What follows belongs to an exercise in optimizing a design on an open flow for small area, a short achievable clock period and few clock cycles; a production flow would make more cautious choices. The RTL was checked by simulation tests, not by an equivalence proof against the original design.

### flow/config.mk
export PLATFORM = sky130hd
export DESIGN_NAME = csi_top
export DESIGN_NICKNAME = csi_top
export VERILOG_FILES = /design/flow/design.v
export SDC_FILE = /design/flow/constraint.sdc
export NUM_CORES = 4
export LEC_CHECK = 0
export CAP_MARGIN = 20
export CORE_MARGIN = 2
export CORE_UTILIZATION = 65
export CTS_CLUSTER_DIAMETER = 100
export CTS_CLUSTER_SIZE = 30
export PLACE_DENSITY = 0.75
export SLEW_MARGIN = 20
export SYNTH_HIERARCHICAL = 1
export SYNTH_MINIMUM_KEEP_SIZE = 0
### flow/constraint.sdc
create_clock -name core_clock -period 17.0 [get_ports {clk}]
set_input_delay 3.4000 -clock core_clock [delete_from_list [all_inputs] [get_ports {clk}]]
set_output_delay 3.4000 -clock core_clock [all_outputs]
set_load 0.01 [all_outputs]
### flow/design.v
`timescale 1ns/100ps
module csi_fa (
	input  wire a, b, c,
	output wire s, co
);
assign s  = a ^ b ^ c;
assign co = (a & b) | (a & c) | (b & c);
endmodule
module csi_ha (
	input  wire a, b,
	output wire s, co
);
assign s  = a ^ b;
assign co = a & b;
endmodule
`timescale 1ns/100ps
module csi_top (
	input  logic        clk,
	input  logic        rst_n,
	input  logic        start,
	output logic [17:0] sram_addr,
	output logic [15:0] sram_wdata,
	output logic        sram_we_n,
	input  logic [15:0] sram_rdata,
	output logic        done
);
localparam logic [17:0] U_BASE   = 18'd38400;
localparam logic [17:0] V_BASE   = 18'd57600;
localparam logic [17:0] RGB_BASE = 18'd146944;
localparam logic [15:0] C_END    = 16'd38406;
logic        run;
logic        we;        
logic [4:0]  ph;        
logic [15:0] c;         
logic [7:0]  col;       
logic [17:0] wc;        
wire wact = (|c[15:3]) | (c[2] & c[1]);    
logic [7:0]  uh, ul, vh, vl;
logic [7:0]  L [0:10];
wire [7:0] ins  = ph[0] ? (c[0] ? vl : vh) : (c[0] ? ul : uh);
logic      head, t157, t158, t159;    
wire [7:0] tp1 = t159 ? L[6] : L[4];
wire [7:0] tp2 = t159 ? L[6] : (t158 ? L[4] : L[2]);
wire [7:0] tp3 = t159 ? L[6] : (t158 ? L[4] : (t157 ? L[2] : L[0]));
logic [8:0] ia, ib, ic;
wire [7:0] tm1 = L[8];
wire [7:0] tm2 = L[10];
wire [7:0] tp0 = L[6];
logic [8:0] uo, vo;
wire  [16:0] it_s, it_c;
wire it_n1 = ~ia[0];
wire it_n2, it_n3;
csi_ha u_it_n2 (.a(ia[1]), .b(ia[3]), .s(it_n2), .co(it_n3));
wire it_n4, it_n5;
csi_ha u_it_n4 (.a(ia[0]), .b(~ia[5]), .s(it_n4), .co(it_n5));
wire it_n6 = ~(ia[1] ^ ~ia[6]);
wire it_n7 = ia[1] | ~ia[6];
wire it_n8, it_n9;
csi_fa u_it_n8 (.a(~ib[0]), .b(ib[3]), .c(ib[4]), .s(it_n8), .co(it_n9));
wire it_n10, it_n11;
csi_fa u_it_n10 (.a(ia[2]), .b(~ia[7]), .c(~ib[1]), .s(it_n10), .co(it_n11));
wire it_n12, it_n13;
csi_fa u_it_n12 (.a(ib[4]), .b(ib[5]), .c(ic[3]), .s(it_n12), .co(it_n13));
wire it_n14, it_n15;
csi_ha u_it_n14 (.a(ic[5]), .b(ic[7]), .s(it_n14), .co(it_n15));
wire it_n16, it_n17;
csi_fa u_it_n16 (.a(~ia[8]), .b(~ib[2]), .c(ib[5]), .s(it_n16), .co(it_n17));
wire it_n18, it_n19;
csi_fa u_it_n18 (.a(ib[6]), .b(ic[4]), .c(ic[6]), .s(it_n18), .co(it_n19));
wire it_n20, it_n21;
csi_fa u_it_n20 (.a(ic[8]), .b(ia[0]), .c(it_n2), .s(it_n20), .co(it_n21));
wire it_n22 = ~(ia[2] ^ ia[4]);
wire it_n23 = ia[2] | ia[4];
wire it_n24, it_n25;
csi_fa u_it_n24 (.a(~ib[3]), .b(ib[6]), .c(ib[7]), .s(it_n24), .co(it_n25));
wire it_n26, it_n27;
csi_fa u_it_n26 (.a(ic[5]), .b(ic[7]), .c(it_n3), .s(it_n26), .co(it_n27));
wire it_n28 = ~(ia[3] ^ ia[5]);
wire it_n29 = ia[3] | ia[5];
wire it_n30, it_n31;
csi_fa u_it_n30 (.a(~ib[4]), .b(ib[7]), .c(ib[8]), .s(it_n30), .co(it_n31));
wire it_n32, it_n33;
csi_ha u_it_n32 (.a(ic[6]), .b(ic[8]), .s(it_n32), .co(it_n33));
wire it_n34 = ~(ia[4] ^ ia[6]);
wire it_n35 = ia[4] | ia[6];
wire it_n36, it_n37;
csi_ha u_it_n36 (.a(~ib[5]), .b(ib[8]), .s(it_n36), .co(it_n37));
wire it_n38 = ~ia[5];
wire it_n39, it_n40;
csi_ha u_it_n39 (.a(~ia[3]), .b(ib[0]), .s(it_n39), .co(it_n40));
wire it_n41, it_n42;
csi_fa u_it_n41 (.a(~ia[4]), .b(ib[1]), .c(ib[2]), .s(it_n41), .co(it_n42));
wire it_n43, it_n44;
csi_ha u_it_n43 (.a(ic[0]), .b(ic[2]), .s(it_n43), .co(it_n44));
wire it_n45, it_n46;
csi_fa u_it_n45 (.a(ib[2]), .b(ib[3]), .c(ic[1]), .s(it_n45), .co(it_n46));
wire it_n47, it_n48;
csi_fa u_it_n47 (.a(ic[3]), .b(ic[5]), .c(it_n4), .s(it_n47), .co(it_n48));
wire it_n49, it_n50;
csi_fa u_it_n49 (.a(ic[2]), .b(ic[4]), .c(ic[6]), .s(it_n49), .co(it_n50));
wire it_n51, it_n52;
csi_fa u_it_n51 (.a(it_n6), .b(it_n5), .c(it_n8), .s(it_n51), .co(it_n52));
wire it_n53, it_n54;
csi_fa u_it_n53 (.a(it_n1), .b(it_n10), .c(it_n12), .s(it_n53), .co(it_n54));
wire it_n55, it_n56;
csi_fa u_it_n55 (.a(it_n7), .b(it_n14), .c(it_n9), .s(it_n55), .co(it_n56));
wire it_n57, it_n58;
csi_fa u_it_n57 (.a(it_n16), .b(it_n18), .c(it_n20), .s(it_n57), .co(it_n58));
wire it_n59, it_n60;
csi_fa u_it_n59 (.a(it_n15), .b(it_n11), .c(it_n13), .s(it_n59), .co(it_n60));
wire it_n61, it_n62;
csi_fa u_it_n61 (.a(it_n22), .b(it_n24), .c(it_n26), .s(it_n61), .co(it_n62));
wire it_n63, it_n64;
csi_fa u_it_n63 (.a(it_n17), .b(it_n19), .c(it_n21), .s(it_n63), .co(it_n64));
wire it_n65, it_n66;
csi_fa u_it_n65 (.a(it_n28), .b(it_n32), .c(it_n30), .s(it_n65), .co(it_n66));
wire it_n67, it_n68;
csi_fa u_it_n67 (.a(it_n23), .b(it_n25), .c(it_n27), .s(it_n67), .co(it_n68));
wire it_n69, it_n70;
csi_fa u_it_n69 (.a(ic[7]), .b(it_n34), .c(it_n36), .s(it_n69), .co(it_n70));
wire it_n71, it_n72;
csi_fa u_it_n71 (.a(it_n29), .b(it_n33), .c(it_n31), .s(it_n71), .co(it_n72));
wire it_n73, it_n74;
csi_fa u_it_n73 (.a(ia[7]), .b(~ib[6]), .c(ic[8]), .s(it_n73), .co(it_n74));
wire it_n75, it_n76;
csi_fa u_it_n75 (.a(it_n38), .b(it_n35), .c(it_n37), .s(it_n75), .co(it_n76));
wire it_n77 = ~(ia[6] ^ ia[8]);
wire it_n78 = ia[6] | ia[8];
wire it_n79, it_n80;
csi_ha u_it_n79 (.a(~ib[7]), .b(ia[5]), .s(it_n79), .co(it_n80));
wire it_n81 = ~ia[7];
wire it_n82, it_n83;
csi_ha u_it_n82 (.a(~ia[2]), .b(ib[0]), .s(it_n82), .co(it_n83));
wire it_n84, it_n85;
csi_fa u_it_n84 (.a(ib[1]), .b(ic[1]), .c(ic[3]), .s(it_n84), .co(it_n85));
wire it_n86, it_n87;
csi_fa u_it_n86 (.a(ic[4]), .b(it_n43), .c(it_n41), .s(it_n86), .co(it_n87));
wire it_n88, it_n89;
csi_fa u_it_n88 (.a(it_n42), .b(it_n45), .c(it_n47), .s(it_n88), .co(it_n89));
wire it_n90, it_n91;
csi_fa u_it_n90 (.a(it_n46), .b(it_n49), .c(it_n51), .s(it_n90), .co(it_n91));
wire it_n92, it_n93;
csi_fa u_it_n92 (.a(it_n50), .b(it_n55), .c(it_n53), .s(it_n92), .co(it_n93));
wire it_n94, it_n95;
csi_fa u_it_n94 (.a(it_n59), .b(it_n54), .c(it_n57), .s(it_n94), .co(it_n95));
wire it_n96, it_n97;
csi_fa u_it_n96 (.a(it_n61), .b(it_n63), .c(it_n58), .s(it_n96), .co(it_n97));
wire it_n98, it_n99;
csi_fa u_it_n98 (.a(it_n65), .b(it_n62), .c(it_n67), .s(it_n98), .co(it_n99));
wire it_n100, it_n101;
csi_fa u_it_n100 (.a(it_n69), .b(it_n71), .c(it_n66), .s(it_n100), .co(it_n101));
wire it_n102, it_n103;
csi_fa u_it_n102 (.a(it_n73), .b(it_n70), .c(it_n75), .s(it_n102), .co(it_n103));
wire it_n104, it_n105;
csi_fa u_it_n104 (.a(it_n77), .b(it_n79), .c(it_n74), .s(it_n104), .co(it_n105));
wire it_n106, it_n107;
csi_fa u_it_n106 (.a(~ib[8]), .b(it_n81), .c(it_n78), .s(it_n106), .co(it_n107));
wire it_n108 = ~ia[8];
wire it_n109 = ~~ia[0];
wire it_n110, it_n111;
csi_ha u_it_n110 (.a(~ia[1]), .b(ic[1]), .s(it_n110), .co(it_n111));
wire it_n112, it_n113;
csi_fa u_it_n112 (.a(ic[0]), .b(ic[2]), .c(it_n82), .s(it_n112), .co(it_n113));
wire it_n114, it_n115;
csi_fa u_it_n114 (.a(it_n83), .b(it_n39), .c(it_n84), .s(it_n114), .co(it_n115));
wire it_n116, it_n117;
csi_fa u_it_n116 (.a(it_n40), .b(it_n85), .c(it_n86), .s(it_n116), .co(it_n117));
wire it_n118, it_n119;
csi_fa u_it_n118 (.a(it_n44), .b(it_n87), .c(it_n88), .s(it_n118), .co(it_n119));
wire it_n120, it_n121;
csi_fa u_it_n120 (.a(it_n48), .b(it_n89), .c(it_n90), .s(it_n120), .co(it_n121));
wire it_n122, it_n123;
csi_fa u_it_n122 (.a(it_n52), .b(it_n91), .c(it_n92), .s(it_n122), .co(it_n123));
wire it_n124, it_n125;
csi_fa u_it_n124 (.a(it_n56), .b(it_n93), .c(it_n94), .s(it_n124), .co(it_n125));
wire it_n126, it_n127;
csi_fa u_it_n126 (.a(it_n60), .b(it_n95), .c(it_n96), .s(it_n126), .co(it_n127));
wire it_n128, it_n129;
csi_fa u_it_n128 (.a(it_n64), .b(it_n98), .c(it_n97), .s(it_n128), .co(it_n129));
wire it_n130, it_n131;
csi_fa u_it_n130 (.a(it_n68), .b(it_n100), .c(it_n99), .s(it_n130), .co(it_n131));
wire it_n132, it_n133;
csi_fa u_it_n132 (.a(it_n72), .b(it_n102), .c(it_n101), .s(it_n132), .co(it_n133));
wire it_n134, it_n135;
csi_fa u_it_n134 (.a(it_n76), .b(it_n104), .c(it_n103), .s(it_n134), .co(it_n135));
wire it_n136, it_n137;
csi_fa u_it_n136 (.a(it_n80), .b(it_n106), .c(it_n105), .s(it_n136), .co(it_n137));
wire it_n138, it_n139;
csi_fa u_it_n138 (.a(ia[7]), .b(it_n108), .c(it_n107), .s(it_n138), .co(it_n139));
wire it_n140 = ~ia[8];
assign it_s = {it_n140, it_n138, it_n136, it_n134, it_n132, it_n130, it_n128, it_n126, it_n124, it_n122, it_n120, it_n118, it_n116, it_n114, it_n112, it_n110, ic[0]};
assign it_c = {it_n139, it_n137, it_n135, it_n133, it_n131, it_n129, it_n127, it_n125, it_n123, it_n121, it_n119, it_n117, it_n115, it_n113, it_n111, ~ia[0], it_n109};
wire [16:0] isum = it_s + it_c;
wire [8:0]  ires = isum[16:8];
function automatic logic [8:0] ex(input logic [7:0] s);    
	ex = {s[7], ~s[7], s[6:0]};
endfunction
logic [7:0] ycur, ylo;         
logic [8:0] xcur;              
logic       selb;              
logic [8:0] gnu, gnv;          
wire [7:0]  rb_y = ycur;
wire [8:0]  rb_x = xcur;
wire        rb_selb = selb;
wire [7:0]  g_y = ycur;
wire [8:0]  g_nu = gnu;
wire [8:0]  g_nv = gnv;
wire [26:0] rbt_s, rbt_c, gt_s, gt_c;
wire rbt_n1 = ~~rb_y[6];
wire rbt_n2, rbt_n3;
csi_ha u_rbt_n2 (.a(rb_y[0]), .b(~rb_y[7]), .s(rbt_n2), .co(rbt_n3));
wire rbt_n4, rbt_n5;
csi_fa u_rbt_n4 (.a(rb_y[0]), .b(rb_y[2]), .c(rb_x[4]), .s(rbt_n4), .co(rbt_n5));
wire rbt_n6, rbt_n7;
csi_fa u_rbt_n6 (.a(rb_y[1]), .b(rb_y[3]), .c(rb_x[5]), .s(rbt_n6), .co(rbt_n7));
wire rbt_n8, rbt_n9;
csi_fa u_rbt_n8 (.a(rb_y[0]), .b(rb_y[2]), .c(rb_y[4]), .s(rbt_n8), .co(rbt_n9));
wire rbt_n10 = ~(rb_y[1] ^ rb_y[3]);
wire rbt_n11 = rb_y[1] | rb_y[3];
wire rbt_n12, rbt_n13;
csi_ha u_rbt_n12 (.a(rb_y[5]), .b(rb_x[7]), .s(rbt_n12), .co(rbt_n13));
wire rbt_n14 = ~(rb_y[2] ^ rb_y[4]);
wire rbt_n15 = rb_y[2] | rb_y[4];
wire rbt_n16, rbt_n17;
csi_fa u_rbt_n16 (.a(rb_y[6]), .b(rb_x[8]), .c((rb_selb ? rb_x[5] : rb_x[0])), .s(rbt_n16), .co(rbt_n17));
wire rbt_n18, rbt_n19;
csi_fa u_rbt_n18 (.a(rb_y[0]), .b(rb_y[3]), .c(rb_y[5]), .s(rbt_n18), .co(rbt_n19));
wire rbt_n20, rbt_n21;
csi_fa u_rbt_n20 (.a(rb_y[7]), .b((~rb_selb & rb_x[0])), .c((rb_selb ? rb_x[6] : rb_x[1])), .s(rbt_n20), .co(rbt_n21));
wire rbt_n22, rbt_n23;
csi_fa u_rbt_n22 (.a(rb_y[1]), .b(rb_y[4]), .c(rb_y[6]), .s(rbt_n22), .co(rbt_n23));
wire rbt_n24, rbt_n25;
csi_ha u_rbt_n24 (.a((rb_selb ? rb_x[0] : rb_x[1])), .b((rb_selb ? rb_x[7] : rb_x[2])), .s(rbt_n24), .co(rbt_n25));
wire rbt_n26, rbt_n27;
csi_fa u_rbt_n26 (.a(rb_y[2]), .b(rb_y[5]), .c(rb_y[7]), .s(rbt_n26), .co(rbt_n27));
wire rbt_n28, rbt_n29;
csi_fa u_rbt_n28 (.a((rb_selb ? rb_x[1] : rb_x[2])), .b((rb_selb ? rb_x[8] : rb_x[3])), .c((~rb_selb & rb_x[6])), .s(rbt_n28), .co(rbt_n29));
wire rbt_n30, rbt_n31;
csi_fa u_rbt_n30 (.a(rb_y[3]), .b(rb_y[6]), .c((rb_selb ? rb_x[2] : rb_x[3])), .s(rbt_n30), .co(rbt_n31));
wire rbt_n32, rbt_n33;
csi_ha u_rbt_n32 (.a((~rb_selb & rb_x[4])), .b((~rb_selb & rb_x[7])), .s(rbt_n32), .co(rbt_n33));
wire rbt_n34, rbt_n35;
csi_fa u_rbt_n34 (.a(rb_y[4]), .b(rb_y[7]), .c((rb_selb ? rb_x[3] : rb_x[4])), .s(rbt_n34), .co(rbt_n35));
wire rbt_n36, rbt_n37;
csi_ha u_rbt_n36 (.a(~rb_y[2]), .b(rb_x[0]), .s(rbt_n36), .co(rbt_n37));
wire rbt_n38, rbt_n39;
csi_fa u_rbt_n38 (.a(~rb_y[3]), .b(rb_x[1]), .c(rb_x[4]), .s(rbt_n38), .co(rbt_n39));
wire rbt_n40 = ~(~rb_y[4] ^ rb_x[2]);
wire rbt_n41 = ~rb_y[4] | rb_x[2];
wire rbt_n42, rbt_n43;
csi_ha u_rbt_n42 (.a(rb_x[5]), .b(rb_x[6]), .s(rbt_n42), .co(rbt_n43));
wire rbt_n44, rbt_n45;
csi_fa u_rbt_n44 (.a(~rb_y[5]), .b(rb_x[0]), .c(rb_x[3]), .s(rbt_n44), .co(rbt_n45));
wire rbt_n46, rbt_n47;
csi_fa u_rbt_n46 (.a(rb_x[6]), .b(rb_x[7]), .c((rb_selb & rb_x[4])), .s(rbt_n46), .co(rbt_n47));
wire rbt_n48, rbt_n49;
csi_fa u_rbt_n48 (.a(rb_x[1]), .b(rb_x[4]), .c(rb_x[7]), .s(rbt_n48), .co(rbt_n49));
wire rbt_n50, rbt_n51;
csi_fa u_rbt_n50 (.a(rb_x[8]), .b((rb_selb & rb_x[5])), .c(rbt_n1), .s(rbt_n50), .co(rbt_n51));
wire rbt_n52, rbt_n53;
csi_fa u_rbt_n52 (.a(rb_x[2]), .b(rb_x[5]), .c(rb_x[8]), .s(rbt_n52), .co(rbt_n53));
wire rbt_n54, rbt_n55;
csi_fa u_rbt_n54 (.a((rb_selb & rb_x[6])), .b(~rb_y[6]), .c(rbt_n2), .s(rbt_n54), .co(rbt_n55));
wire rbt_n56, rbt_n57;
csi_fa u_rbt_n56 (.a(rb_y[1]), .b(rb_x[3]), .c(rb_x[6]), .s(rbt_n56), .co(rbt_n57));
wire rbt_n58, rbt_n59;
csi_fa u_rbt_n58 (.a((rb_selb & rb_x[0])), .b((rb_selb & rb_x[7])), .c(rbt_n3), .s(rbt_n58), .co(rbt_n59));
wire rbt_n60, rbt_n61;
csi_fa u_rbt_n60 (.a(rb_x[7]), .b((rb_selb & rb_x[1])), .c((rb_selb & rb_x[8])), .s(rbt_n60), .co(rbt_n61));
wire rbt_n62, rbt_n63;
csi_fa u_rbt_n62 (.a((~rb_selb & rb_x[0])), .b(~rb_selb), .c(rbt_n4), .s(rbt_n62), .co(rbt_n63));
wire rbt_n64, rbt_n65;
csi_fa u_rbt_n64 (.a(rb_x[8]), .b((rb_selb & rb_x[2])), .c((~rb_selb & rb_x[0])), .s(rbt_n64), .co(rbt_n65));
wire rbt_n66, rbt_n67;
csi_fa u_rbt_n66 (.a((~rb_selb & rb_x[1])), .b(rbt_n5), .c(rbt_n6), .s(rbt_n66), .co(rbt_n67));
wire rbt_n68, rbt_n69;
csi_fa u_rbt_n68 (.a(rb_x[6]), .b((rb_selb & rb_x[3])), .c((~rb_selb & rb_x[1])), .s(rbt_n68), .co(rbt_n69));
wire rbt_n70, rbt_n71;
csi_fa u_rbt_n70 (.a((~rb_selb & rb_x[2])), .b(rbt_n7), .c(rbt_n8), .s(rbt_n70), .co(rbt_n71));
wire rbt_n72, rbt_n73;
csi_fa u_rbt_n72 (.a((rb_selb & rb_x[4])), .b((~rb_selb & rb_x[2])), .c((~rb_selb & rb_x[3])), .s(rbt_n72), .co(rbt_n73));
wire rbt_n74, rbt_n75;
csi_fa u_rbt_n74 (.a(rbt_n10), .b(rbt_n12), .c(rbt_n9), .s(rbt_n74), .co(rbt_n75));
wire rbt_n76, rbt_n77;
csi_fa u_rbt_n76 (.a((~rb_selb & rb_x[3])), .b((~rb_selb & rb_x[4])), .c(rbt_n14), .s(rbt_n76), .co(rbt_n77));
wire rbt_n78, rbt_n79;
csi_fa u_rbt_n78 (.a(rbt_n11), .b(rbt_n13), .c(rbt_n16), .s(rbt_n78), .co(rbt_n79));
wire rbt_n80, rbt_n81;
csi_fa u_rbt_n80 (.a((~rb_selb & rb_x[4])), .b((~rb_selb & rb_x[5])), .c(rbt_n18), .s(rbt_n80), .co(rbt_n81));
wire rbt_n82, rbt_n83;
csi_fa u_rbt_n82 (.a(rbt_n15), .b(rbt_n17), .c(rbt_n20), .s(rbt_n82), .co(rbt_n83));
wire rbt_n84, rbt_n85;
csi_fa u_rbt_n84 (.a((~rb_selb & rb_x[5])), .b((~rb_selb & rb_x[6])), .c(rbt_n22), .s(rbt_n84), .co(rbt_n85));
wire rbt_n86, rbt_n87;
csi_fa u_rbt_n86 (.a(rbt_n24), .b(rbt_n19), .c(rbt_n21), .s(rbt_n86), .co(rbt_n87));
wire rbt_n88, rbt_n89;
csi_fa u_rbt_n88 (.a((~rb_selb & rb_x[7])), .b(~rb_selb), .c(rbt_n26), .s(rbt_n88), .co(rbt_n89));
wire rbt_n90, rbt_n91;
csi_fa u_rbt_n90 (.a(rbt_n25), .b(rbt_n23), .c(rbt_n28), .s(rbt_n90), .co(rbt_n91));
wire rbt_n92, rbt_n93;
csi_fa u_rbt_n92 (.a((~rb_selb & rb_x[8])), .b(rb_selb), .c(rbt_n30), .s(rbt_n92), .co(rbt_n93));
wire rbt_n94, rbt_n95;
csi_fa u_rbt_n94 (.a(rbt_n32), .b(rbt_n27), .c(rbt_n29), .s(rbt_n94), .co(rbt_n95));
wire rbt_n96, rbt_n97;
csi_fa u_rbt_n96 (.a((~rb_selb & rb_x[5])), .b((~rb_selb & rb_x[8])), .c(~rb_selb), .s(rbt_n96), .co(rbt_n97));
wire rbt_n98, rbt_n99;
csi_fa u_rbt_n98 (.a(rbt_n33), .b(rbt_n31), .c(rbt_n34), .s(rbt_n98), .co(rbt_n99));
wire rbt_n100, rbt_n101;
csi_fa u_rbt_n100 (.a(rb_y[5]), .b((rb_selb ? rb_x[4] : rb_x[5])), .c((~rb_selb & rb_x[6])), .s(rbt_n100), .co(rbt_n101));
wire rbt_n102, rbt_n103;
csi_ha u_rbt_n102 (.a(rb_selb), .b(rbt_n35), .s(rbt_n102), .co(rbt_n103));
wire rbt_n104 = ~(rb_y[6] ^ (rb_selb ? rb_x[5] : rb_x[6]));
wire rbt_n105 = rb_y[6] | (rb_selb ? rb_x[5] : rb_x[6]);
wire rbt_n106, rbt_n107;
csi_ha u_rbt_n106 (.a(rb_y[7]), .b((rb_selb ? rb_x[6] : rb_x[7])), .s(rbt_n106), .co(rbt_n107));
wire rbt_n108 = ~~rb_y[0];
wire rbt_n109, rbt_n110;
csi_fa u_rbt_n109 (.a(~rb_y[1]), .b(rb_x[2]), .c(rb_x[3]), .s(rbt_n109), .co(rbt_n110));
wire rbt_n111, rbt_n112;
csi_fa u_rbt_n111 (.a(rb_x[3]), .b(rb_x[4]), .c((rb_selb & rb_x[1])), .s(rbt_n111), .co(rbt_n112));
wire rbt_n113, rbt_n114;
csi_fa u_rbt_n113 (.a(rb_x[5]), .b((rb_selb & rb_x[2])), .c(rbt_n38), .s(rbt_n113), .co(rbt_n114));
wire rbt_n115, rbt_n116;
csi_fa u_rbt_n115 (.a((rb_selb & rb_x[3])), .b(rbt_n40), .c(rbt_n42), .s(rbt_n115), .co(rbt_n116));
wire rbt_n117, rbt_n118;
csi_fa u_rbt_n117 (.a(rbt_n41), .b(rbt_n44), .c(rbt_n46), .s(rbt_n117), .co(rbt_n118));
wire rbt_n119, rbt_n120;
csi_fa u_rbt_n119 (.a(rbt_n45), .b(rbt_n48), .c(rbt_n50), .s(rbt_n119), .co(rbt_n120));
wire rbt_n121, rbt_n122;
csi_fa u_rbt_n121 (.a(rbt_n49), .b(rbt_n52), .c(rbt_n54), .s(rbt_n121), .co(rbt_n122));
wire rbt_n123, rbt_n124;
csi_fa u_rbt_n123 (.a(rbt_n53), .b(rbt_n56), .c(rbt_n58), .s(rbt_n123), .co(rbt_n124));
wire rbt_n125, rbt_n126;
csi_fa u_rbt_n125 (.a(rbt_n57), .b(rbt_n60), .c(rbt_n62), .s(rbt_n125), .co(rbt_n126));
wire rbt_n127, rbt_n128;
csi_fa u_rbt_n127 (.a(rbt_n61), .b(rbt_n64), .c(rbt_n66), .s(rbt_n127), .co(rbt_n128));
wire rbt_n129, rbt_n130;
csi_fa u_rbt_n129 (.a(rbt_n65), .b(rbt_n68), .c(rbt_n70), .s(rbt_n129), .co(rbt_n130));
wire rbt_n131, rbt_n132;
csi_fa u_rbt_n131 (.a(rbt_n69), .b(rbt_n72), .c(rbt_n74), .s(rbt_n131), .co(rbt_n132));
wire rbt_n133, rbt_n134;
csi_fa u_rbt_n133 (.a(rbt_n73), .b(rbt_n76), .c(rbt_n78), .s(rbt_n133), .co(rbt_n134));
wire rbt_n135, rbt_n136;
csi_fa u_rbt_n135 (.a(rbt_n77), .b(rbt_n80), .c(rbt_n82), .s(rbt_n135), .co(rbt_n136));
wire rbt_n137, rbt_n138;
csi_fa u_rbt_n137 (.a(rbt_n81), .b(rbt_n84), .c(rbt_n86), .s(rbt_n137), .co(rbt_n138));
wire rbt_n139, rbt_n140;
csi_fa u_rbt_n139 (.a(rbt_n85), .b(rbt_n88), .c(rbt_n90), .s(rbt_n139), .co(rbt_n140));
wire rbt_n141, rbt_n142;
csi_fa u_rbt_n141 (.a(rbt_n89), .b(rbt_n92), .c(rbt_n94), .s(rbt_n141), .co(rbt_n142));
wire rbt_n143, rbt_n144;
csi_fa u_rbt_n143 (.a(rbt_n96), .b(rbt_n93), .c(rbt_n98), .s(rbt_n143), .co(rbt_n144));
wire rbt_n145, rbt_n146;
csi_fa u_rbt_n145 (.a(rbt_n97), .b(rbt_n100), .c(rbt_n102), .s(rbt_n145), .co(rbt_n146));
wire rbt_n147, rbt_n148;
csi_fa u_rbt_n147 (.a((~rb_selb & rb_x[7])), .b(rbt_n104), .c(rbt_n101), .s(rbt_n147), .co(rbt_n148));
wire rbt_n149, rbt_n150;
csi_fa u_rbt_n149 (.a((~rb_selb & rb_x[8])), .b(rb_selb), .c(rbt_n106), .s(rbt_n149), .co(rbt_n150));
wire rbt_n151, rbt_n152;
csi_ha u_rbt_n151 (.a((rb_selb ? rb_x[7] : rb_x[8])), .b(rb_selb), .s(rbt_n151), .co(rbt_n152));
wire rbt_n153, rbt_n154;
csi_ha u_rbt_n153 (.a(rb_x[1]), .b(rb_x[2]), .s(rbt_n153), .co(rbt_n154));
wire rbt_n155, rbt_n156;
csi_fa u_rbt_n155 (.a((rb_selb & rb_x[0])), .b(~rb_y[0]), .c(rbt_n109), .s(rbt_n155), .co(rbt_n156));
wire rbt_n157, rbt_n158;
csi_fa u_rbt_n157 (.a(rbt_n36), .b(rbt_n110), .c(rbt_n111), .s(rbt_n157), .co(rbt_n158));
wire rbt_n159, rbt_n160;
csi_fa u_rbt_n159 (.a(rbt_n37), .b(rbt_n112), .c(rbt_n113), .s(rbt_n159), .co(rbt_n160));
wire rbt_n161, rbt_n162;
csi_fa u_rbt_n161 (.a(rbt_n39), .b(rbt_n115), .c(rbt_n114), .s(rbt_n161), .co(rbt_n162));
wire rbt_n163, rbt_n164;
csi_fa u_rbt_n163 (.a(rbt_n43), .b(rbt_n116), .c(rbt_n117), .s(rbt_n163), .co(rbt_n164));
wire rbt_n165, rbt_n166;
csi_fa u_rbt_n165 (.a(rbt_n47), .b(rbt_n118), .c(rbt_n119), .s(rbt_n165), .co(rbt_n166));
wire rbt_n167, rbt_n168;
csi_fa u_rbt_n167 (.a(rbt_n51), .b(rbt_n120), .c(rbt_n121), .s(rbt_n167), .co(rbt_n168));
wire rbt_n169, rbt_n170;
csi_fa u_rbt_n169 (.a(rbt_n55), .b(rbt_n123), .c(rbt_n122), .s(rbt_n169), .co(rbt_n170));
wire rbt_n171, rbt_n172;
csi_fa u_rbt_n171 (.a(rbt_n59), .b(rbt_n124), .c(rbt_n125), .s(rbt_n171), .co(rbt_n172));
wire rbt_n173, rbt_n174;
csi_fa u_rbt_n173 (.a(rbt_n63), .b(rbt_n126), .c(rbt_n127), .s(rbt_n173), .co(rbt_n174));
wire rbt_n175, rbt_n176;
csi_fa u_rbt_n175 (.a(rbt_n67), .b(rbt_n128), .c(rbt_n129), .s(rbt_n175), .co(rbt_n176));
wire rbt_n177, rbt_n178;
csi_fa u_rbt_n177 (.a(rbt_n71), .b(rbt_n131), .c(rbt_n130), .s(rbt_n177), .co(rbt_n178));
wire rbt_n179, rbt_n180;
csi_fa u_rbt_n179 (.a(rbt_n75), .b(rbt_n132), .c(rbt_n133), .s(rbt_n179), .co(rbt_n180));
wire rbt_n181, rbt_n182;
csi_fa u_rbt_n181 (.a(rbt_n79), .b(rbt_n134), .c(rbt_n135), .s(rbt_n181), .co(rbt_n182));
wire rbt_n183, rbt_n184;
csi_fa u_rbt_n183 (.a(rbt_n83), .b(rbt_n136), .c(rbt_n137), .s(rbt_n183), .co(rbt_n184));
wire rbt_n185, rbt_n186;
csi_fa u_rbt_n185 (.a(rbt_n87), .b(rbt_n138), .c(rbt_n139), .s(rbt_n185), .co(rbt_n186));
wire rbt_n187, rbt_n188;
csi_fa u_rbt_n187 (.a(rbt_n91), .b(rbt_n140), .c(rbt_n141), .s(rbt_n187), .co(rbt_n188));
wire rbt_n189, rbt_n190;
csi_fa u_rbt_n189 (.a(rbt_n95), .b(rbt_n143), .c(rbt_n142), .s(rbt_n189), .co(rbt_n190));
wire rbt_n191, rbt_n192;
csi_fa u_rbt_n191 (.a(rbt_n99), .b(rbt_n145), .c(rbt_n144), .s(rbt_n191), .co(rbt_n192));
wire rbt_n193, rbt_n194;
csi_fa u_rbt_n193 (.a(rbt_n103), .b(rbt_n147), .c(rbt_n146), .s(rbt_n193), .co(rbt_n194));
wire rbt_n195, rbt_n196;
csi_fa u_rbt_n195 (.a(rbt_n105), .b(rbt_n149), .c(rbt_n148), .s(rbt_n195), .co(rbt_n196));
wire rbt_n197, rbt_n198;
csi_fa u_rbt_n197 (.a(rbt_n107), .b(rbt_n151), .c(rbt_n150), .s(rbt_n197), .co(rbt_n198));
wire rbt_n199, rbt_n200;
csi_fa u_rbt_n199 (.a((rb_selb & rb_x[8])), .b(~rb_selb), .c(rbt_n152), .s(rbt_n199), .co(rbt_n200));
assign rbt_s = {1'b1, rbt_n199, rbt_n197, rbt_n195, rbt_n193, rbt_n191, rbt_n189, rbt_n187, rbt_n185, rbt_n183, rbt_n181, rbt_n179, rbt_n177, rbt_n175, rbt_n173, rbt_n171, rbt_n169, rbt_n167, rbt_n165, rbt_n163, rbt_n161, rbt_n159, rbt_n157, rbt_n155, rbt_n108, rb_x[0], rb_x[0]};
assign rbt_c = {rbt_n200, rbt_n198, rbt_n196, rbt_n194, rbt_n192, rbt_n190, rbt_n188, rbt_n186, rbt_n184, rbt_n182, rbt_n180, rbt_n178, rbt_n176, rbt_n174, rbt_n172, rbt_n170, rbt_n168, rbt_n166, rbt_n164, rbt_n162, rbt_n160, rbt_n158, rbt_n156, rbt_n154, rbt_n153, rb_x[1], 1'b0};
wire gt_n1, gt_n2;
csi_ha u_gt_n1 (.a(g_y[0]), .b(g_y[3]), .s(gt_n1), .co(gt_n2));
wire gt_n3 = ~(g_y[1] ^ g_y[4]);
wire gt_n4 = g_y[1] | g_y[4];
wire gt_n5, gt_n6;
csi_ha u_gt_n5 (.a(g_y[2]), .b(g_y[5]), .s(gt_n5), .co(gt_n6));
wire gt_n7 = ~g_y[1];
wire gt_n8, gt_n9;
csi_fa u_gt_n8 (.a(g_y[0]), .b(g_y[2]), .c(g_y[4]), .s(gt_n8), .co(gt_n9));
wire gt_n10 = ~(g_y[1] ^ g_y[3]);
wire gt_n11 = g_y[1] | g_y[3];
wire gt_n12, gt_n13;
csi_fa u_gt_n12 (.a(g_y[5]), .b(g_nu[0]), .c(g_nu[1]), .s(gt_n12), .co(gt_n13));
wire gt_n14, gt_n15;
csi_fa u_gt_n14 (.a(g_y[2]), .b(g_y[4]), .c(g_y[6]), .s(gt_n14), .co(gt_n15));
wire gt_n16, gt_n17;
csi_fa u_gt_n16 (.a(g_nu[1]), .b(g_nu[2]), .c(g_nu[5]), .s(gt_n16), .co(gt_n17));
wire gt_n18, gt_n19;
csi_ha u_gt_n18 (.a(g_nv[0]), .b(g_nv[1]), .s(gt_n18), .co(gt_n19));
wire gt_n20, gt_n21;
csi_fa u_gt_n20 (.a(g_y[5]), .b(g_y[7]), .c(g_nu[2]), .s(gt_n20), .co(gt_n21));
wire gt_n22, gt_n23;
csi_fa u_gt_n22 (.a(g_nu[3]), .b(g_nu[6]), .c(g_nv[1]), .s(gt_n22), .co(gt_n23));
wire gt_n24, gt_n25;
csi_fa u_gt_n24 (.a(g_nv[2]), .b(g_nv[4]), .c(gt_n1), .s(gt_n24), .co(gt_n25));
wire gt_n26, gt_n27;
csi_fa u_gt_n26 (.a(g_y[6]), .b(g_nu[3]), .c(g_nu[4]), .s(gt_n26), .co(gt_n27));
wire gt_n28, gt_n29;
csi_fa u_gt_n28 (.a(g_nu[7]), .b(g_nv[2]), .c(g_nv[3]), .s(gt_n28), .co(gt_n29));
wire gt_n30, gt_n31;
csi_fa u_gt_n30 (.a(g_nv[5]), .b(gt_n3), .c(gt_n2), .s(gt_n30), .co(gt_n31));
wire gt_n32, gt_n33;
csi_fa u_gt_n32 (.a(g_y[7]), .b(g_nu[4]), .c(g_nu[5]), .s(gt_n32), .co(gt_n33));
wire gt_n34, gt_n35;
csi_fa u_gt_n34 (.a(g_nu[8]), .b(g_nv[3]), .c(g_nv[4]), .s(gt_n34), .co(gt_n35));
wire gt_n36, gt_n37;
csi_fa u_gt_n36 (.a(g_nv[6]), .b(gt_n4), .c(gt_n5), .s(gt_n36), .co(gt_n37));
wire gt_n38 = ~(g_y[3] ^ g_y[6]);
wire gt_n39 = g_y[3] | g_y[6];
wire gt_n40, gt_n41;
csi_fa u_gt_n40 (.a(g_nu[5]), .b(g_nu[6]), .c(g_nv[4]), .s(gt_n40), .co(gt_n41));
wire gt_n42, gt_n43;
csi_fa u_gt_n42 (.a(g_nv[5]), .b(g_nv[7]), .c(gt_n6), .s(gt_n42), .co(gt_n43));
wire gt_n44 = ~(g_y[4] ^ g_y[7]);
wire gt_n45 = g_y[4] | g_y[7];
wire gt_n46, gt_n47;
csi_fa u_gt_n46 (.a(g_nu[6]), .b(g_nu[7]), .c(g_nv[5]), .s(gt_n46), .co(gt_n47));
wire gt_n48, gt_n49;
csi_ha u_gt_n48 (.a(g_nv[6]), .b(g_nv[8]), .s(gt_n48), .co(gt_n49));
wire gt_n50 = ~(g_y[5] ^ g_nu[7]);
wire gt_n51 = g_y[5] | g_nu[7];
wire gt_n52, gt_n53;
csi_ha u_gt_n52 (.a(g_nu[8]), .b(g_nv[6]), .s(gt_n52), .co(gt_n53));
wire gt_n54 = ~~g_y[2];
wire gt_n55 = ~(~g_y[3] ^ g_nu[1]);
wire gt_n56 = ~g_y[3] | g_nu[1];
wire gt_n57, gt_n58;
csi_ha u_gt_n57 (.a(g_nu[2]), .b(g_nv[0]), .s(gt_n57), .co(gt_n58));
wire gt_n59 = ~(~g_y[4] ^ g_nu[2]);
wire gt_n60 = ~g_y[4] | g_nu[2];
wire gt_n61, gt_n62;
csi_fa u_gt_n61 (.a(g_nu[3]), .b(g_nv[1]), .c(g_nv[6]), .s(gt_n61), .co(gt_n62));
wire gt_n63, gt_n64;
csi_fa u_gt_n63 (.a(~g_y[5]), .b(g_nu[3]), .c(g_nu[4]), .s(gt_n63), .co(gt_n64));
wire gt_n65, gt_n66;
csi_ha u_gt_n65 (.a(g_nv[2]), .b(g_nv[7]), .s(gt_n65), .co(gt_n66));
wire gt_n67 = ~(~g_y[6] ^ g_nu[4]);
wire gt_n68 = ~g_y[6] | g_nu[4];
wire gt_n69, gt_n70;
csi_fa u_gt_n69 (.a(g_nu[5]), .b(g_nv[3]), .c(g_nv[8]), .s(gt_n69), .co(gt_n70));
wire gt_n71 = ~(g_y[0] ^ ~g_y[7]);
wire gt_n72 = g_y[0] | ~g_y[7];
wire gt_n73, gt_n74;
csi_fa u_gt_n73 (.a(g_nu[5]), .b(g_nu[6]), .c(g_nv[4]), .s(gt_n73), .co(gt_n74));
wire gt_n75 = ~(g_y[1] ^ g_nu[0]);
wire gt_n76 = g_y[1] | g_nu[0];
wire gt_n77, gt_n78;
csi_fa u_gt_n77 (.a(g_nu[6]), .b(g_nu[7]), .c(g_nv[5]), .s(gt_n77), .co(gt_n78));
wire gt_n79, gt_n80;
csi_fa u_gt_n79 (.a(g_y[0]), .b(g_y[2]), .c(g_nu[1]), .s(gt_n79), .co(gt_n80));
wire gt_n81, gt_n82;
csi_fa u_gt_n81 (.a(g_nu[7]), .b(g_nu[8]), .c(g_nv[6]), .s(gt_n81), .co(gt_n82));
wire gt_n83, gt_n84;
csi_fa u_gt_n83 (.a(g_y[3]), .b(g_nu[2]), .c(g_nu[8]), .s(gt_n83), .co(gt_n84));
wire gt_n85, gt_n86;
csi_fa u_gt_n85 (.a(g_nv[0]), .b(g_nv[7]), .c(gt_n7), .s(gt_n85), .co(gt_n86));
wire gt_n87, gt_n88;
csi_fa u_gt_n87 (.a(g_nu[0]), .b(g_nu[3]), .c(g_nv[1]), .s(gt_n87), .co(gt_n88));
wire gt_n89, gt_n90;
csi_fa u_gt_n89 (.a(g_nv[8]), .b(g_y[1]), .c(gt_n8), .s(gt_n89), .co(gt_n90));
wire gt_n91, gt_n92;
csi_fa u_gt_n91 (.a(g_nu[4]), .b(g_nv[0]), .c(g_nv[2]), .s(gt_n91), .co(gt_n92));
wire gt_n93, gt_n94;
csi_fa u_gt_n93 (.a(gt_n10), .b(gt_n9), .c(gt_n12), .s(gt_n93), .co(gt_n94));
wire gt_n95, gt_n96;
csi_fa u_gt_n95 (.a(g_nv[3]), .b(gt_n14), .c(gt_n16), .s(gt_n95), .co(gt_n96));
wire gt_n97, gt_n98;
csi_fa u_gt_n97 (.a(gt_n11), .b(gt_n18), .c(gt_n13), .s(gt_n97), .co(gt_n98));
wire gt_n99, gt_n100;
csi_fa u_gt_n99 (.a(gt_n20), .b(gt_n22), .c(gt_n24), .s(gt_n99), .co(gt_n100));
wire gt_n101, gt_n102;
csi_fa u_gt_n101 (.a(gt_n19), .b(gt_n15), .c(gt_n17), .s(gt_n101), .co(gt_n102));
wire gt_n103, gt_n104;
csi_fa u_gt_n103 (.a(gt_n26), .b(gt_n28), .c(gt_n30), .s(gt_n103), .co(gt_n104));
wire gt_n105, gt_n106;
csi_fa u_gt_n105 (.a(gt_n21), .b(gt_n23), .c(gt_n25), .s(gt_n105), .co(gt_n106));
wire gt_n107, gt_n108;
csi_fa u_gt_n107 (.a(gt_n32), .b(gt_n34), .c(gt_n36), .s(gt_n107), .co(gt_n108));
wire gt_n109, gt_n110;
csi_fa u_gt_n109 (.a(gt_n27), .b(gt_n29), .c(gt_n31), .s(gt_n109), .co(gt_n110));
wire gt_n111, gt_n112;
csi_fa u_gt_n111 (.a(gt_n38), .b(gt_n40), .c(gt_n42), .s(gt_n111), .co(gt_n112));
wire gt_n113, gt_n114;
csi_fa u_gt_n113 (.a(gt_n33), .b(gt_n35), .c(gt_n37), .s(gt_n113), .co(gt_n114));
wire gt_n115, gt_n116;
csi_fa u_gt_n115 (.a(gt_n44), .b(gt_n48), .c(gt_n46), .s(gt_n115), .co(gt_n116));
wire gt_n117, gt_n118;
csi_fa u_gt_n117 (.a(gt_n39), .b(gt_n41), .c(gt_n43), .s(gt_n117), .co(gt_n118));
wire gt_n119, gt_n120;
csi_fa u_gt_n119 (.a(g_nv[7]), .b(gt_n50), .c(gt_n52), .s(gt_n119), .co(gt_n120));
wire gt_n121, gt_n122;
csi_fa u_gt_n121 (.a(gt_n45), .b(gt_n49), .c(gt_n47), .s(gt_n121), .co(gt_n122));
wire gt_n123, gt_n124;
csi_fa u_gt_n123 (.a(g_y[6]), .b(g_nu[8]), .c(g_nv[7]), .s(gt_n123), .co(gt_n124));
wire gt_n125, gt_n126;
csi_fa u_gt_n125 (.a(g_nv[8]), .b(gt_n51), .c(gt_n53), .s(gt_n125), .co(gt_n126));
wire gt_n127 = ~g_y[7];
wire gt_n128 = ~~g_y[1];
wire gt_n129, gt_n130;
csi_fa u_gt_n129 (.a(g_nu[0]), .b(g_nu[1]), .c(g_nv[4]), .s(gt_n129), .co(gt_n130));
wire gt_n131, gt_n132;
csi_fa u_gt_n131 (.a(g_nv[5]), .b(gt_n55), .c(gt_n57), .s(gt_n131), .co(gt_n132));
wire gt_n133, gt_n134;
csi_fa u_gt_n133 (.a(gt_n59), .b(gt_n56), .c(gt_n61), .s(gt_n133), .co(gt_n134));
wire gt_n135, gt_n136;
csi_fa u_gt_n135 (.a(gt_n60), .b(gt_n65), .c(gt_n63), .s(gt_n135), .co(gt_n136));
wire gt_n137, gt_n138;
csi_fa u_gt_n137 (.a(gt_n67), .b(gt_n64), .c(gt_n69), .s(gt_n137), .co(gt_n138));
wire gt_n139, gt_n140;
csi_fa u_gt_n139 (.a(gt_n71), .b(gt_n68), .c(gt_n73), .s(gt_n139), .co(gt_n140));
wire gt_n141, gt_n142;
csi_fa u_gt_n141 (.a(gt_n75), .b(gt_n72), .c(gt_n77), .s(gt_n141), .co(gt_n142));
wire gt_n143, gt_n144;
csi_fa u_gt_n143 (.a(gt_n76), .b(gt_n79), .c(gt_n81), .s(gt_n143), .co(gt_n144));
wire gt_n145, gt_n146;
csi_fa u_gt_n145 (.a(gt_n80), .b(gt_n83), .c(gt_n85), .s(gt_n145), .co(gt_n146));
wire gt_n147, gt_n148;
csi_fa u_gt_n147 (.a(gt_n84), .b(gt_n87), .c(gt_n89), .s(gt_n147), .co(gt_n148));
wire gt_n149, gt_n150;
csi_fa u_gt_n149 (.a(gt_n88), .b(gt_n91), .c(gt_n93), .s(gt_n149), .co(gt_n150));
wire gt_n151, gt_n152;
csi_fa u_gt_n151 (.a(gt_n92), .b(gt_n97), .c(gt_n95), .s(gt_n151), .co(gt_n152));
wire gt_n153, gt_n154;
csi_fa u_gt_n153 (.a(gt_n101), .b(gt_n96), .c(gt_n99), .s(gt_n153), .co(gt_n154));
wire gt_n155, gt_n156;
csi_fa u_gt_n155 (.a(gt_n105), .b(gt_n100), .c(gt_n103), .s(gt_n155), .co(gt_n156));
wire gt_n157, gt_n158;
csi_fa u_gt_n157 (.a(gt_n109), .b(gt_n104), .c(gt_n107), .s(gt_n157), .co(gt_n158));
wire gt_n159, gt_n160;
csi_fa u_gt_n159 (.a(gt_n111), .b(gt_n113), .c(gt_n108), .s(gt_n159), .co(gt_n160));
wire gt_n161, gt_n162;
csi_fa u_gt_n161 (.a(gt_n115), .b(gt_n112), .c(gt_n117), .s(gt_n161), .co(gt_n162));
wire gt_n163, gt_n164;
csi_fa u_gt_n163 (.a(gt_n119), .b(gt_n121), .c(gt_n116), .s(gt_n163), .co(gt_n164));
wire gt_n165, gt_n166;
csi_fa u_gt_n165 (.a(gt_n123), .b(gt_n120), .c(gt_n125), .s(gt_n165), .co(gt_n166));
wire gt_n167, gt_n168;
csi_fa u_gt_n167 (.a(g_nv[8]), .b(gt_n127), .c(gt_n124), .s(gt_n167), .co(gt_n168));
wire gt_n169 = ~~g_y[0];
wire gt_n170, gt_n171;
csi_fa u_gt_n170 (.a(g_nu[0]), .b(g_nv[3]), .c(gt_n128), .s(gt_n170), .co(gt_n171));
wire gt_n172, gt_n173;
csi_fa u_gt_n172 (.a(~g_y[1]), .b(gt_n54), .c(gt_n129), .s(gt_n172), .co(gt_n173));
wire gt_n174, gt_n175;
csi_fa u_gt_n174 (.a(~g_y[2]), .b(gt_n130), .c(gt_n131), .s(gt_n174), .co(gt_n175));
wire gt_n176, gt_n177;
csi_fa u_gt_n176 (.a(gt_n58), .b(gt_n132), .c(gt_n133), .s(gt_n176), .co(gt_n177));
wire gt_n178, gt_n179;
csi_fa u_gt_n178 (.a(gt_n62), .b(gt_n134), .c(gt_n135), .s(gt_n178), .co(gt_n179));
wire gt_n180, gt_n181;
csi_fa u_gt_n180 (.a(gt_n66), .b(gt_n136), .c(gt_n137), .s(gt_n180), .co(gt_n181));
wire gt_n182, gt_n183;
csi_fa u_gt_n182 (.a(gt_n70), .b(gt_n139), .c(gt_n138), .s(gt_n182), .co(gt_n183));
wire gt_n184, gt_n185;
csi_fa u_gt_n184 (.a(gt_n74), .b(gt_n140), .c(gt_n141), .s(gt_n184), .co(gt_n185));
wire gt_n186, gt_n187;
csi_fa u_gt_n186 (.a(gt_n78), .b(gt_n142), .c(gt_n143), .s(gt_n186), .co(gt_n187));
wire gt_n188, gt_n189;
csi_fa u_gt_n188 (.a(gt_n82), .b(gt_n144), .c(gt_n145), .s(gt_n188), .co(gt_n189));
wire gt_n190, gt_n191;
csi_fa u_gt_n190 (.a(gt_n86), .b(gt_n146), .c(gt_n147), .s(gt_n190), .co(gt_n191));
wire gt_n192, gt_n193;
csi_fa u_gt_n192 (.a(gt_n90), .b(gt_n148), .c(gt_n149), .s(gt_n192), .co(gt_n193));
wire gt_n194, gt_n195;
csi_fa u_gt_n194 (.a(gt_n94), .b(gt_n150), .c(gt_n151), .s(gt_n194), .co(gt_n195));
wire gt_n196, gt_n197;
csi_fa u_gt_n196 (.a(gt_n98), .b(gt_n152), .c(gt_n153), .s(gt_n196), .co(gt_n197));
wire gt_n198, gt_n199;
csi_fa u_gt_n198 (.a(gt_n102), .b(gt_n154), .c(gt_n155), .s(gt_n198), .co(gt_n199));
wire gt_n200, gt_n201;
csi_fa u_gt_n200 (.a(gt_n106), .b(gt_n156), .c(gt_n157), .s(gt_n200), .co(gt_n201));
wire gt_n202, gt_n203;
csi_fa u_gt_n202 (.a(gt_n110), .b(gt_n158), .c(gt_n159), .s(gt_n202), .co(gt_n203));
wire gt_n204, gt_n205;
csi_fa u_gt_n204 (.a(gt_n114), .b(gt_n161), .c(gt_n160), .s(gt_n204), .co(gt_n205));
wire gt_n206, gt_n207;
csi_fa u_gt_n206 (.a(gt_n118), .b(gt_n163), .c(gt_n162), .s(gt_n206), .co(gt_n207));
wire gt_n208, gt_n209;
csi_fa u_gt_n208 (.a(gt_n122), .b(gt_n165), .c(gt_n164), .s(gt_n208), .co(gt_n209));
wire gt_n210, gt_n211;
csi_fa u_gt_n210 (.a(gt_n126), .b(gt_n167), .c(gt_n166), .s(gt_n210), .co(gt_n211));
wire gt_n212, gt_n213;
csi_ha u_gt_n212 (.a(g_y[7]), .b(gt_n168), .s(gt_n212), .co(gt_n213));
assign gt_s = {1'b1, 1'b1, gt_n212, gt_n210, gt_n208, gt_n206, gt_n204, gt_n202, gt_n200, gt_n198, gt_n196, gt_n194, gt_n192, gt_n190, gt_n188, gt_n186, gt_n184, gt_n182, gt_n180, gt_n178, gt_n176, gt_n174, gt_n172, gt_n170, g_nv[2], g_nv[1], 1'b1};
assign gt_c = {1'b0, gt_n213, gt_n211, gt_n209, gt_n207, gt_n205, gt_n203, gt_n201, gt_n199, gt_n197, gt_n195, gt_n193, gt_n191, gt_n189, gt_n187, gt_n185, gt_n183, gt_n181, gt_n179, gt_n177, gt_n175, gt_n173, gt_n171, ~g_y[0], gt_n169, 1'b0, g_nv[0]};
wire [16:0] rb_lo = {1'b0, rbt_s[15:0]} + {1'b0, rbt_c[15:0]};
wire [16:0] g_lo  = {1'b0, gt_s[15:0]} + {1'b0, gt_c[15:0]};
logic [10:0] rb_hs, rb_hc, g_hs, g_hc;
logic        rb_cy, g_cy;
function automatic logic [7:0] clip(input logic [10:0] h);   
	if (h[10])
		clip = 8'd0;
	else if (h[9] | h[8])
		clip = 8'd255;
	else
		clip = h[7:0];
endfunction
wire [10:0] rb_h = rb_hs + rb_hc + {10'd0, rb_cy};
wire [10:0] g_h  = g_hs + g_hc + {10'd0, g_cy};
wire [7:0]  rb   = clip(rb_h);
wire [7:0]  gg   = clip(g_h);
logic [7:0] bbuf;
always_ff @(posedge clk or negedge rst_n) begin
	if (!rst_n) begin
		run       <= 1'b0;
		done      <= 1'b0;
		we   <= 1'b0;
	end else begin
		we   <= run & wact & (ph[1] | ph[3] | ph[4]);
		if (!run) begin
			if (start) begin
				run  <= 1'b1;
				done <= 1'b0;
			end
		end else if (ph[0] && c == C_END) begin
			run  <= 1'b0;
			done <= 1'b1;
		end
	end
end
always_ff @(posedge clk) begin
	if (!run) begin
		ph  <= 5'b00001;
		c   <= 16'd0;
		col  <= 8'd155;
		head <= 1'b0;
		t157 <= 1'b0;
		t158 <= 1'b0;
		t159 <= 1'b0;
		wc  <= RGB_BASE;
	end else begin
		ph <= {ph[3:0], ph[4]};
		if (ph[4]) begin
			c    <= c + 16'd1;
			col  <= t159 ? 8'd0 : col + 8'd1;
			head <= t159;
			t157 <= (col == 8'd156);
			t158 <= t157;
			t159 <= t158;
		end
		if (wact & (ph[1] | ph[3] | ph[4]))
			wc <= wc + 18'd1;
	end
end
assign sram_we_n = ~we;
always_ff @(posedge clk) begin
	if (ph[0])
		sram_addr <= {2'b00, c - 16'd5};
	else if (ph[2])
		sram_addr <= (c[0] ? U_BASE : V_BASE) + {3'b000, c[15:1]};
	else
		sram_addr <= wc;
	sram_wdata[15:8] <= ph[1] ? rb : (ph[3] ? bbuf : gg);
	sram_wdata[7:0]  <= ph[1] ? gg : rb;
	if (ph[2])
		bbuf <= rb;
end
always_ff @(posedge clk) begin
	if (ph[3]) begin
		ycur <= sram_rdata[15:8];
		ylo  <= sram_rdata[7:0];
	end else if (ph[1]) begin
		ycur <= ylo;
	end
	if (ph[0] & c[0])
		{vh, vl} <= sram_rdata;
	if (ph[0] & ~c[0])
		{uh, ul} <= sram_rdata;
	if (run & (ph[0] | ph[2])) begin
		L[0] <= ins;
		for (int i = 1; i <= 10; i++)
			L[i] <= L[i-1];
		if (head) begin
			L[8]  <= L[5];
			L[10] <= L[5];
		end
	end
end
always_ff @(posedge clk) begin
	xcur <= ph[4] ? ex(L[7]) : (ph[0] ? ex(L[6]) : (ph[1] ? vo : uo));
	selb <= ph[0] | ph[2];
	gnu  <= ~(ph[4] ? ex(L[6]) : uo);
	gnv  <= ~(ph[4] ? ex(L[7]) : vo);
	ia <= {1'b0, tp0} + {1'b0, tp1};
	ib <= {1'b0, tm1} + {1'b0, tp2};
	ic <= {1'b0, tm2} + {1'b0, tp3};
	if (ph[3])
		vo <= ires;
	if (ph[4])
		uo <= ires;
	rb_hs <= rbt_s[26:16];
	rb_hc <= rbt_c[26:16];
	rb_cy <= rb_lo[16];
	g_hs  <= gt_s[26:16];
	g_hc  <= gt_c[26:16];
	g_cy  <= g_lo[16];
end
endmodule
### flow/flow/run.sh
#!/bin/bash
# Standard ORFS layout with buf_2 port buffers and timing repair aimed at a
# 4.3 ns path delay (the constraints stay the design's: 17 ns clock).
set -euo pipefail
bash standard.sh "BUFFER_PORTS_ARGS=-buffer_cell sky130_fd_sc_hd__buf_2" SETUP_SLACK_MARGIN=12.7 finish > flow.log 2>&1
### flow/standard.sh
#!/bin/bash
# synth_recipe.tcl (not shown) runs the flow's synth.tcl, then flattens the netlist and writes it again
# the make line also repeats each setting of config.mk as NAME=value (left out here)
make -C /OpenROAD-flow-scripts/flow DESIGN_CONFIG=/design/flow/config.mk WORK_HOME=/design/flow/orfs CLKGATE_MAP_FILE= SYNTH_SCRIPT=/design/flow/synth_recipe.tcl "${@:-finish}"
==> flow_metrics.env <==
export IMPL_worstSkewPairLatency_ns=0.54
export IMPL_antenna_found_initial=0
export IMPL_ys_types=67
export IMPL_synth_most_common_cell="fa_1"
export IMPL_yosys_area_top_type="edfxtp_1"
export IMPL_cts_hold_buffers=0
export IMPL_track_usage=0.2678
export IMPL_synth_common_cells="231 x fa_1, 182 x dfxtp_1, 162 x edfxtp_1, 142 x ha_1, 142 x inv_1"
export IMPL_tightest_slew_ns=1.043
export IMPL_final_nets=2110
export IMPL_worstSetupPathType="flip-flop to output pin"
export IMPL_finClkSkew_ns=0.03752
export IMPL_min_period_over_period=0.2631
export IMPL_worstRegToRegCells=12
export IMPL_synthToLayoutAreaGrowth_pct=6.785
export IMPL_fin_area_sq_mm=0.02201
export IMPL_wire_per_inst_um=19.95
export IMPL_die_x_um=182.1
export IMPL_grt_pass1_wl_mm=69.08
export IMPL_synthTopCellsByArea="edfxtp_1 24%, fa_1 22%, dfxtp_1 18%"
export IMPL_firstDrtPassIters=5
export IMPL_synth_fa_ha_area_frac=0.3105
export IMPL_async_flop_share=0.008646
export IMPL_timing_setup_tns_ns=0
export IMPL_synth_seq_cells=347
export IMPL_final_hold_viol_count=0
export IMPL_drt_iter0_markers=936
export IMPL_num_fill_cells=2228
export IMPL_dp_cells=2095
export IMPL_fin_crit_ns=4.472
export IMPL_cts_buffers_inserted=16
export IMPL_ys_seq_area_frac=0.4163
export IMPL_yosys_warnings=8
export IMPL_worst_ep_arrival_time_ns=1.07
export IMPL_drc=0
export IMPL_synthFlopType="dfxtp_1"
export IMPL_finalSetupViolCount=0
export IMPL_maxCapViolations=0
export IMPL_synth_edf_count=162
export IMPL_clk_pin_slew_worst_paths_ns=0.11
export IMPL_vias=12470
export IMPL_h_tree_depth=1
export IMPL_cts_sinks=347
export IMPL_start_util=0.6567
export IMPL_synth_top_family_by_area="adder cells"
export IMPL_ios=55
export IMPL_vias_per_cell=5.853
export IMPL_finalWirelength_mm=42.50
export IMPL_cts_path_max_buffers=3
export IMPL_synth_top_area_frac=0.2360
export IMPL_synth_mux_area_frac=0.03459
export IMPL_fmax_mhz=223.6
export IMPL_crit_path_start_kind="flip-flop"
export IMPL_cp_cell_sequence="inv_1, buf_2"
export IMPL_multi_input_area_sq_mm=0.01136
export IMPL_die_area_sq_mm=0.03316
export IMPL_worst_slack_ns=12.53
export IMPL_hold_depth=0
export IMPL_cts_root_buf="clkbuf_16"
export IMPL_grt_max_degree=89
export IMPL_crit_path_end_kind="output pin"
export IMPL_dpl_cell_area_sq_mm=0.02127
export IMPL_rsz0062_at_grt="yes"
export IMPL_hp_class="flip-flop to flip-flop"
export IMPL_run_status="timing/DRC/antenna clean"
export IMPL_drive_gt1_frac=0.09722
export IMPL_cpPeakStageDelay_ns=0.37
export IMPL_holdCritStartpoint="L[3][5]$_DFFE_PP_"
export IMPL_dieHeight_um=182.1
export IMPL_diodes=0
export IMPL_ant_nets=0
export IMPL_synth_compound_area_frac=0.07957
export IMPL_synth_simple_area_share=0.08782
export IMPL_slew_viol_final=0
export IMPL_syn_area_sq_mm=0.02062
export IMPL_tritoncts="yes"
export IMPL_slowest_stage="dfrtp_1"
export IMPL_worstPathMaxFanout=1
export IMPL_required_ns=13.60
export IMPL_syn_inst=1679
export IMPL_avgSynthCellArea_sq_um=12.28
export IMPL_relSlewSlack=0.3040
export IMPL_synth_nets=2071
export IMPL_coreArea_sq_mm=0.03139
export IMPL_synth_xor_area_frac=0.03526
export IMPL_dp_hpwl_mm=32.36
export IMPL_critPathTopFamily="flip-flops"
export IMPL_grt_pass1_vias=12850
export IMPL_grt_overflow=0
export IMPL_register_area_sq_mm=0.008611
export IMPL_row_count=65
export IMPL_gp_congestion=0.8802
export IMPL_crit_start="we$_DFF_PN0_"
export IMPL_cp_depth=2
export IMPL_port_buffers=54
export IMPL_r2r_start="ib[3]$_DFF_P_"
export IMPL_cp_buffers_inverters=2
export IMPL_fin_cells=2130
export IMPL_place_ws_ns=12.45
flip-flops by register name, summed over array words and instances (netlist names), 9 cells and up:
name and flops:
L 88, sram_addr 18, wc 18, c 16, sram_wdata 16, rb_hc 11
g_hc 10, rb_hs 10, g_hs 9, gnu 9, gnv 9, ia 9
ib 9, ic 9, uo 9, vo 9, xcur 9
worst reg2reg max path: stages, from the launching register on:
cell,delay [ns]
dfxtp_2,0.38
inv_1,0.08
fa_1,0.57
fa_1,0.45
fa_1,0.56
fa_1,0.45
ha_4,0.26
a21o_1,0.17
a21oi_2,0.22
o32ai_4,0.15
o41a_1,0.44
mux2i_1,0.18
nand4_1,0.13
per-stage QoR:
| step | hold WS [ns] | util |
|---|---|---|
| global route | 0.4335 | 0.7013 |
| CTS | 0.4226 | 0.6958 |
| detailed placement | 0.4045 | 0.6775 |
| floorplan | 0.4003 | - |
| global placement | 0.4004 | 0.6775 |
| finish | 0.4168 | 0.7013 |
metal layers:
layer	up-vias	part of all wire	global-route usage
met4	0	0.017	0.04452
met5	-	0	0
met2	366	0.47	0.4376
li1	5819	-	-
met1	6241	0.45	0.3940
met3	40	0.061	0.03852
final timing paths:
| path | end | slack [ns] |
|---|---|---|
| min in group asynchronous | run$_DFF_PN0_ | 2.63 |
| min reg2reg | L[4][5]$_DFFE_PP_ | 0.42 |
| max in group asynchronous | done$_DFFE_PN0P_ | 14.26 |
| min | L[4][5]$_DFFE_PP_ | 0.42 |
| max | sram_we_n | 12.53 |
| max reg2reg | vo[8]$_DFFE_PP_ | 12.72 |
cells in the final DEF, fill, tap and decap left out, drive strengths merged, types with 6 or more instances in the layout:
| master | Yosys | final |
|---|---|---|
| fa | 231 | 231 |
| dfxtp | 182 | 182 |
| edfxtp | 162 | 162 |
| inv | 143 | 144 |
| ha | 142 | 142 |
| o21ai | 91 | 91 |
| nand2 | 86 | 86 |
| nor2 | 82 | 82 |
| buf | 11 | 71 |
| xnor2 | 58 | 58 |
| a21oi | 58 | 58 |
| mux2i | 42 | 42 |
| and2 | 41 | 41 |
| nor3 | 30 | 30 |
| nor2b | 29 | 29 |
| xor2 | 25 | 25 |
| clkbuf | 39 | 25 |
| nand3 | 21 | 21 |
| a21o | 20 | 20 |
| o22ai | 18 | 18 |
| nand4 | 15 | 15 |
| a21boi | 14 | 14 |
| or2 | 14 | 14 |
| o21a | 13 | 13 |
| and3 | 12 | 12 |
| nand2b | 10 | 10 |
| mux2 | 10 | 10 |
| a211oi | 8 | 8 |
| mux4 | 8 | 8 |
| o211ai | 8 | 8 |
| or3 | 7 | 7 |
| a31oi | 6 | 6 |
cells by family after synthesis:
logic type | Yosys count
compound gates | 263
flops | 347
xor+xnor | 83
simple gates | 359
buf+inv | 194
fa+ha+maj | 373
mux | 60
Yosys stat by module (local to each module, per instance):
module | copies in the design | cells inside | area (sq um)
csi_ha | 28 | 1 | 12.51
csi_fa | 223 | 1 | 20.02
csi_top | 1 | 1428 | 15800
what timing repair did:
| action | 4_1_cts | 5_1_grt |
|---|---|---|
| pin swaps | 1 | 5 |
| gates resized for setup | 7 | 32 |
| buffers inserted | 1 | 6 |
| setup endpoints to repair | 46 | 45 |
area by class of cell:
| type | instances | share of cell area |
|---|---|---|
| multi-input combinational | 1138 | 0.5160 |
| sequential | 347 | 0.3911 |
| tap | 402 | 0.02285 |
| timing repair buffer | 71 | 0.02080 |
| clock inverter | 3 | 0.002387 |
| clock buffer | 25 | 0.02228 |
| inverter | 144 | 0.02455 |
Testbench counts, summed over its fixed seeds: cycles 2,304,384.

[static timing again, ports no longer ideal]
No port has a modelled driver above. Below, the same layout with a new extraction and two added sets of constraints.
Step 1: set_driving_cell puts a clkbuf_16 on clk and a buf_2 on each other input, an assumption about the parent block.
Step 2, shift: input delay + t, output delay - t, t = (earliest + latest rising clock arrival at the registers) / 2. This alone moves slack from input paths to output paths.
Three values: ideal, step 1, step 2; two values: the first two.
t, ns: 0.570
setup slack, ns: 12.528 / 12.475 / 12.722
hold slack, ns: 0.417 / 0.417 / 0.417
worst setup path after step 2: register to register
After both steps this run still meets setup and hold. The setup slack of this run moves by -0.053 ns with the drivers and by +0.194 ns with both steps.
